This is an optimization exercise on Yosys and OpenROAD, whose aim is small area, not a production implementation. In this exercise RTL edits were held to simulation tests only and were not proved equivalent to the original. Power is estimated from default activity; no workload was simulated.

==> flow/design.v <==
`timescale 1ns / 1ps
module i2c_master #(
    parameter SYS_CLOCK_FREQ_HZ = 100_000_000,
    parameter FAST_MODE_ENABLED = 0
)(
    input wire       i_clk,
    input wire       i_rst,
    input wire [9:0] i_slave_addr,
    input wire [7:0] i_byte_cnt,
    input wire [3:0] i_control_reg,
    input wire [3:0] i_mode_reg,
    input wire [7:0] i_tx_data,
    output wire       o_rx_data_valid,
    output wire       o_tx_data_needed,
    output wire [7:0] o_rx_data,
    output wire [4:0] o_status_reg,
    output wire o_sda,
    output wire o_sda_oe,
    input  wire i_sda,
    output wire o_scl,
    output wire o_scl_oe,
    input  wire i_scl
);
localparam [7:0] TINV = ~8'h27;
reg  [7:0] q;
wire [7:0] lf = q ^ TINV;
wire tick = &q;
always @(posedge i_clk) begin
    if (i_rst)     q <= 8'hff ^ TINV;
    else if (tick) q <= 8'hfe ^ TINV;
    else           q <= {lf[6:0], lf[7] ^ lf[5] ^ lf[4] ^ lf[3]} ^ TINV;
end
reg [2:0] sf, cf;
reg sflt, cflt;
always @(posedge i_clk) begin
    if (i_rst) begin
        sf <= 3'b111; cf <= 3'b111; sflt <= 1'b1; cflt <= 1'b1;
    end else begin
        sf <= {sf[1:0], i_sda};
        cf <= {cf[1:0], i_scl};
        sflt <= (sf[2] & sf[1]) | (sflt & (sf[2] | sf[1]));
        cflt <= (cf[2] & cf[1]) | (cflt & (cf[2] | cf[1]));
    end
end
wire start_trans = i_control_reg[3];
localparam [2:0] IDLE = 3'd0, START = 3'd1, STOP = 3'd2, RSTART = 3'd3, ADDR = 3'd4, DATA = 3'd5, RD = 3'd6;
localparam [1:0] S0 = 2'b00, S1 = 2'b01, S2 = 2'b11, S3 = 2'b10;
reg [2:0] m;
reg [3:0] b;      
reg [1:0] s;      
reg [6:0] h;      
reg [7:0] l;      
reg [7:0] cnt;
reg rd, rw;
reg txd, rxd, txe;
wire idle  = (~m[2] & ~m[1] & ~m[0]);
wire gen   = (~m[2] & m[1]) | (~m[2] & m[0]);
wire bits  = (m[2]);
wire tx    = (m[2] & ~m[1]);
wire isrd  = (m[2] & m[1]);
wire is_data = (m[2] & m[0]);
wire is_addr = (m[2] & ~m[1] & ~m[0]);
wire is_start = (~m[2] & ~m[1] & m[0]);
wire is_stop = (~m[2] & m[1] & ~m[0]);
wire is_rs = (m[1] & m[0]);
wire cnt0  = (cnt == 8'd0);
wire bz    = (b == 4'd0);
wire b9    = b[3] & b[0];           
wire ack   = ~b[2];
wire b10   = b[3] & b[1];           
wire ten   = ~rd & rw;
wire adv   = (bz && s == S3) || (tick && (s != S1 || cflt || gen));
wire done  = bits && b10 && s == S0;
wire nxt   = bits && b10 && s == S3;
assign o_tx_data_needed = is_data && nxt;
assign o_rx_data_valid  = isrd && nxt;
assign o_rx_data        = l;
assign o_status_reg     = {~idle | b[0], txd, rxd, txe, 1'b0};
assign o_sda_oe = ~idle && !(tx && b9) && !(isrd && !b9 && !nxt);
assign o_scl_oe = ~idle && !(bits && s[0]);
wire g01  = (bz && s == S3) || (b[0] && s == S0);
wire abit = b[3] ? rw : h[3'd7 - b[2:0]];
reg sda;
always @(*) begin
    case (m)
        START, RSTART: sda = g01;
        STOP:          sda = b[0] && s == S3;
        ADDR:          sda = (bz || (b10 && ack)) ? 1'b1 : abit;
        DATA:          sda = (bz || (b10 && ack)) ? 1'b1 : l[7];
        RD:            sda = ~b[1] && (s == S0 || cnt0);    
        default:       sda = 1'b0;
    endcase
end
assign o_sda = sda;
assign o_scl = is_stop ? (b[0] && s[1]) : (gen && (g01 || (b[0] && s == S1)));
always @(posedge i_clk) begin
    if (i_rst) begin
        m <= IDLE; b <= 4'd0; s <= S3;
        txd <= 1'b0; rxd <= 1'b0; txe <= 1'b0;
    end else begin
        if (adv) begin
            s <= {s[0], ~s[1]};
            if (s == S3) b <= b + 4'd1;
            if (tx && b9 && s == S2) b[2] <= sflt;    
        end
        if (idle) begin
            b <= 4'd0; s <= S3;
            if (start_trans) m <= START;
            else begin txd <= 1'b0; rxd <= 1'b0; end
        end
        if (gen && b[0] && s == S3) begin           
            if (is_stop || (is_start && ten)) begin
                m <= IDLE; b <= 4'd1; s <= S3;
            end else if (is_start) begin
                b <= 4'd0; s <= S0;
            end else begin
                m <= ADDR; b <= 4'd0; s <= S3;
            end
        end
        if (is_start && bz && s == S0) begin      
            m <= ADDR; b <= 4'd0; s <= S3;
        end
        if (done) begin
            b <= 4'd0; s <= S3;
            if (tx && !ack) begin
                m <= STOP; txe <= 1'b1;
            end else if (is_addr) begin
                m <= (rd && rw) ? RD : DATA;
            end else if (is_data && rd) begin
                m <= RSTART;
            end else if (is_data && cnt0) begin
                m <= STOP; txd <= 1'b1;
            end else begin
                b <= 4'd10; s <= S3;
            end
        end
        if (nxt) begin
            b <= 4'd0; s <= S3;
            if (isrd && cnt0) begin m <= STOP; rxd <= 1'b1; end
        end
    end
end
wire ld   = idle && start_trans;
wire ldl  = ld || (is_data && nxt);
wire shl  = adv && !bz && ((is_data && s == S3 && !b[3]) ||
                           (isrd && s == S2 && (!b[3] || b == 4'd8)));
wire decc = (is_addr && done && ack && !(rd && !rw)) || nxt;
always @(posedge i_clk) begin
    if (ld) begin
        h   <= i_slave_addr[6:0];
        rd  <= ~i_mode_reg[3] & i_mode_reg[2];
        rw  <= i_mode_reg[3] | (i_mode_reg[2] & i_mode_reg[1]);
    end else begin
        if (is_rs) rw <= 1'b1;
    end
    l   <= ({8{ldl}} & i_tx_data) | ({8{shl}} & {l[6:0], sflt}) | ({8{~(ldl | shl)}} & l);
    cnt <= ({8{ld}} & i_byte_cnt) | ({8{decc}} & (cnt - 8'd1)) | ({8{~(ld | decc)}} & cnt);
end
endmodule
==> flow/config.mk <==
export PLATFORM = sky130hd
export DESIGN_NAME = i2c_master
export DESIGN_NICKNAME = i2c_master
export VERILOG_FILES = /design/flow/design.v
export SDC_FILE = /design/flow/constraint.sdc
export NUM_CORES = 4
export LEC_CHECK = 0
export CAP_MARGIN = 20
export CORE_MARGIN = 2
export CORE_UTILIZATION = 40
export CTS_BUF_LIST = sky130_fd_sc_hd__clkbuf_8
export SLEW_MARGIN = 20
==> flow/constraint.sdc <==
create_clock -name core_clock -period 10.0 [get_ports {i_clk}]
set_input_delay 2.0000 -clock core_clock [delete_from_list [all_inputs] [get_ports {i_clk}]]
set_output_delay 2.0000 -clock core_clock [all_outputs]
set_load 0.01 [all_outputs]
standard.sh (not shown) runs the stock make flow with config.mk's settings and CLKGATE_MAP_FILE= SYNTH_SCRIPT=/design/flow/synth_recipe.tcl, a recipe that flattens the netlist after the stock synthesis.
==> flow/flow/run.sh <==
#!/bin/bash
# Standard ORFS layout with these changes: the combinational logic of the standard synthesis is
# re-mapped by ABC for area (flip-flops untouched; a few scripts, some with &deepsyn, over a few
# rounds, each result proven equal to the standard synthesis, the smallest kept), the port buffers use the smallest
# buffer, and clock tree synthesis adds no dummy loads.
set -euo pipefail
R=orfs/results/sky130hd/i2c_master/base
LIB=$FLOW_HOME/platforms/sky130hd/lib/sky130_fd_sc_hd__tt_025C_1v80.lib
YOSYS=$FLOW_HOME/../tools/install/yosys/bin/yosys
[[ -x $YOSYS ]] || YOSYS=yosys
bash standard.sh synth > log_synth.log 2>&1
python3 flow/filtlib.py "$LIB" lib.lib > log_filtlib.log 2>&1
cp $R/1_2_yosys.v std.v
best=std.v
besta=1e9
# one candidate: re-map $1 with script $2 into $3.v, then prove it equal to the standard synthesis
cand() {
  sed -e "s#@IN@#$1#; s#@SCRIPT@#flow/$2.abc#; s#@OUT@#$3.v#" flow/resyn.ys > $3.ys
  timeout 900 "$YOSYS" -s $3.ys > log_$3.log 2>&1 || return 0
  sed -e "s#@OUT@#$3.v#" flow/eq.ys > eq_$3.ys
  timeout 900 "$YOSYS" -s eq_$3.ys > log_eq_$3.log 2>&1 && touch $3.ok
  return 0
}
for round in 1 2 3 4 5 6; do
  case $round in 3|5) list="d1 d2 d3 d4";; *) list="s1 s4 s6 s7";; esac
  cur=$best
  for i in $list; do cand $cur $i r${round}_$i & done
  wait
  for i in $list; do
    o=r${round}_$i
    [[ -f $o.ok ]] || continue
    a=$(grep "Chip area" log_$o.log | awk '{print $NF}' | tail -1)
    if python3 -c "import sys; sys.exit(0 if float('$a') < float('$besta') else 1)"; then
      best=$o.v; besta=$a
    fi
  done
  echo "round $round: $best ($besta)" >> log_choice.log
done
cp $best $R/1_2_yosys.v
rm -f $R/1_synth.odb $R/1_synth.sdc
bash standard.sh BUFFER_PORTS_ARGS="-buffer_cell sky130_fd_sc_hd__buf_1" \
  "CTS_ARGS=-sink_clustering_enable -repair_clock_nets -buf_list sky130_fd_sc_hd__clkbuf_8 -root_buf sky130_fd_sc_hd__clkbuf_8 -dont_use_dummy_load" \
  finish > log_finish.log 2>&1
Other scripts of this flow, unchanged in this note and not shown: flow/flow/d1.abc, flow/flow/d2.abc, flow/flow/d3.abc, flow/flow/d4.abc, flow/flow/eq.ys, flow/flow/filtlib.py, flow/flow/resyn.ys, flow/flow/s1.abc, flow/flow/s4.abc, flow/flow/s6.abc, flow/flow/s7.abc
Then changed:
--- a/flow/design.v
+++ b/flow/design.v
@@ -48,10 +48,10 @@
 reg [2:0] m;
 reg [3:0] b;      
 reg [1:0] s;      
-reg [6:0] h;      
+reg [7:0] h;      
 reg [7:0] l;      
 reg [7:0] cnt;
-reg rd, rw;
+reg rd;
 reg txd, rxd, txe;
 wire idle  = (~m[2] & ~m[1] & ~m[0]);
 wire gen   = (~m[2] & m[1]) | (~m[2] & m[0]);
@@ -68,7 +68,8 @@
 wire b9    = b[3] & b[0];           
 wire ack   = ~b[2];
 wire b10   = b[3] & b[1];           
-wire ten   = ~rd & rw;
+wire ten   = ~rd & h[0];           
+wire rw    = h[7];                 
 wire adv   = (bz && s == S3) || (tick && (s != S1 || cflt || gen));
 wire done  = bits && b10 && s == S0;
 wire nxt   = bits && b10 && s == S3;
@@ -79,13 +80,12 @@
 assign o_sda_oe = ~idle && !(tx && b9) && !(isrd && !b9 && !nxt);
 assign o_scl_oe = ~idle && !(bits && s[0]);
 wire g01  = (bz && s == S3) || (b[0] && s == S0);
-wire abit = b[3] ? rw : h[3'd7 - b[2:0]];
 reg sda;
 always @(*) begin
     case (m)
         START, RSTART: sda = g01;
         STOP:          sda = b[0] && s == S3;
-        ADDR:          sda = (bz || (b10 && ack)) ? 1'b1 : abit;
+        ADDR:          sda = (bz || (b10 && ack)) ? 1'b1 : h[7];
         DATA:          sda = (bz || (b10 && ack)) ? 1'b1 : l[7];
         RD:            sda = ~b[1] && (s == S0 || cnt0);    
         default:       sda = 1'b0;
@@ -144,15 +144,12 @@
 wire ldl  = ld || (is_data && nxt);
 wire shl  = adv && !bz && ((is_data && s == S3 && !b[3]) ||
                            (isrd && s == S2 && (!b[3] || b == 4'd8)));
+wire shh  = is_addr && ((adv && s == S3 && !bz && !b[3]) || done);
 wire decc = (is_addr && done && ack && !(rd && !rw)) || nxt;
 always @(posedge i_clk) begin
-    if (ld) begin
-        h   <= i_slave_addr[6:0];
-        rd  <= ~i_mode_reg[3] & i_mode_reg[2];
-        rw  <= i_mode_reg[3] | (i_mode_reg[2] & i_mode_reg[1]);
-    end else begin
-        if (is_rs) rw <= 1'b1;
-    end
+    if (ld) rd <= ~i_mode_reg[3] & i_mode_reg[2];
+    h   <= ({8{ld}} & {i_slave_addr[6:0], i_mode_reg[3] | (i_mode_reg[2] & i_mode_reg[1])}) |
+           ({8{shh}} & {h[6:0], h[7] | done}) | ({8{~(ld | shh)}} & h);
     l   <= ({8{ldl}} & i_tx_data) | ({8{shl}} & {l[6:0], sflt}) | ({8{~(ldl | shl)}} & l);
     cnt <= ({8{ld}} & i_byte_cnt) | ({8{decc}} & (cnt - 8'd1)) | ({8{~(ld | decc)}} & cnt);
 end
Result: Final cell count grows by a few percent; die area hardly moves; worst setup slack is better by 0.36 ns; sequential share of layout area shrinks by 3.1 points; clock-buffer cell count is unchanged; total power grows slightly; wire length grows by a few percent; sequential power barely changes.

## static timing again, ports no longer ideal
In the flow no input, the clock included, has a driving cell. The finished layouts below were timed again as built, in two steps. Step 1, drivers: a clkbuf_16 drives i_clk and a buf_2 each remaining input, both assumed. Step 2 adds t to the input delays and takes it off the output delays; t is the mean of the earliest and latest rising clock arrival at the registers after step 1. Input paths then give back, and output paths get back, about the clock's delay inside the block. Slacks: no drivers / after step 1 / after step 2; pairs: no drivers / after step 1.
run	shift t [ns]	setup slack, ns	worst register clock-pin slew, ns
the first run	0.323	5.328 / 5.299 / 5.586	0.09 / 0.09
the second run	0.324	5.693 / 5.665 / 5.897	0.10 / 0.10
After both steps setup and hold are still met in every run listed.
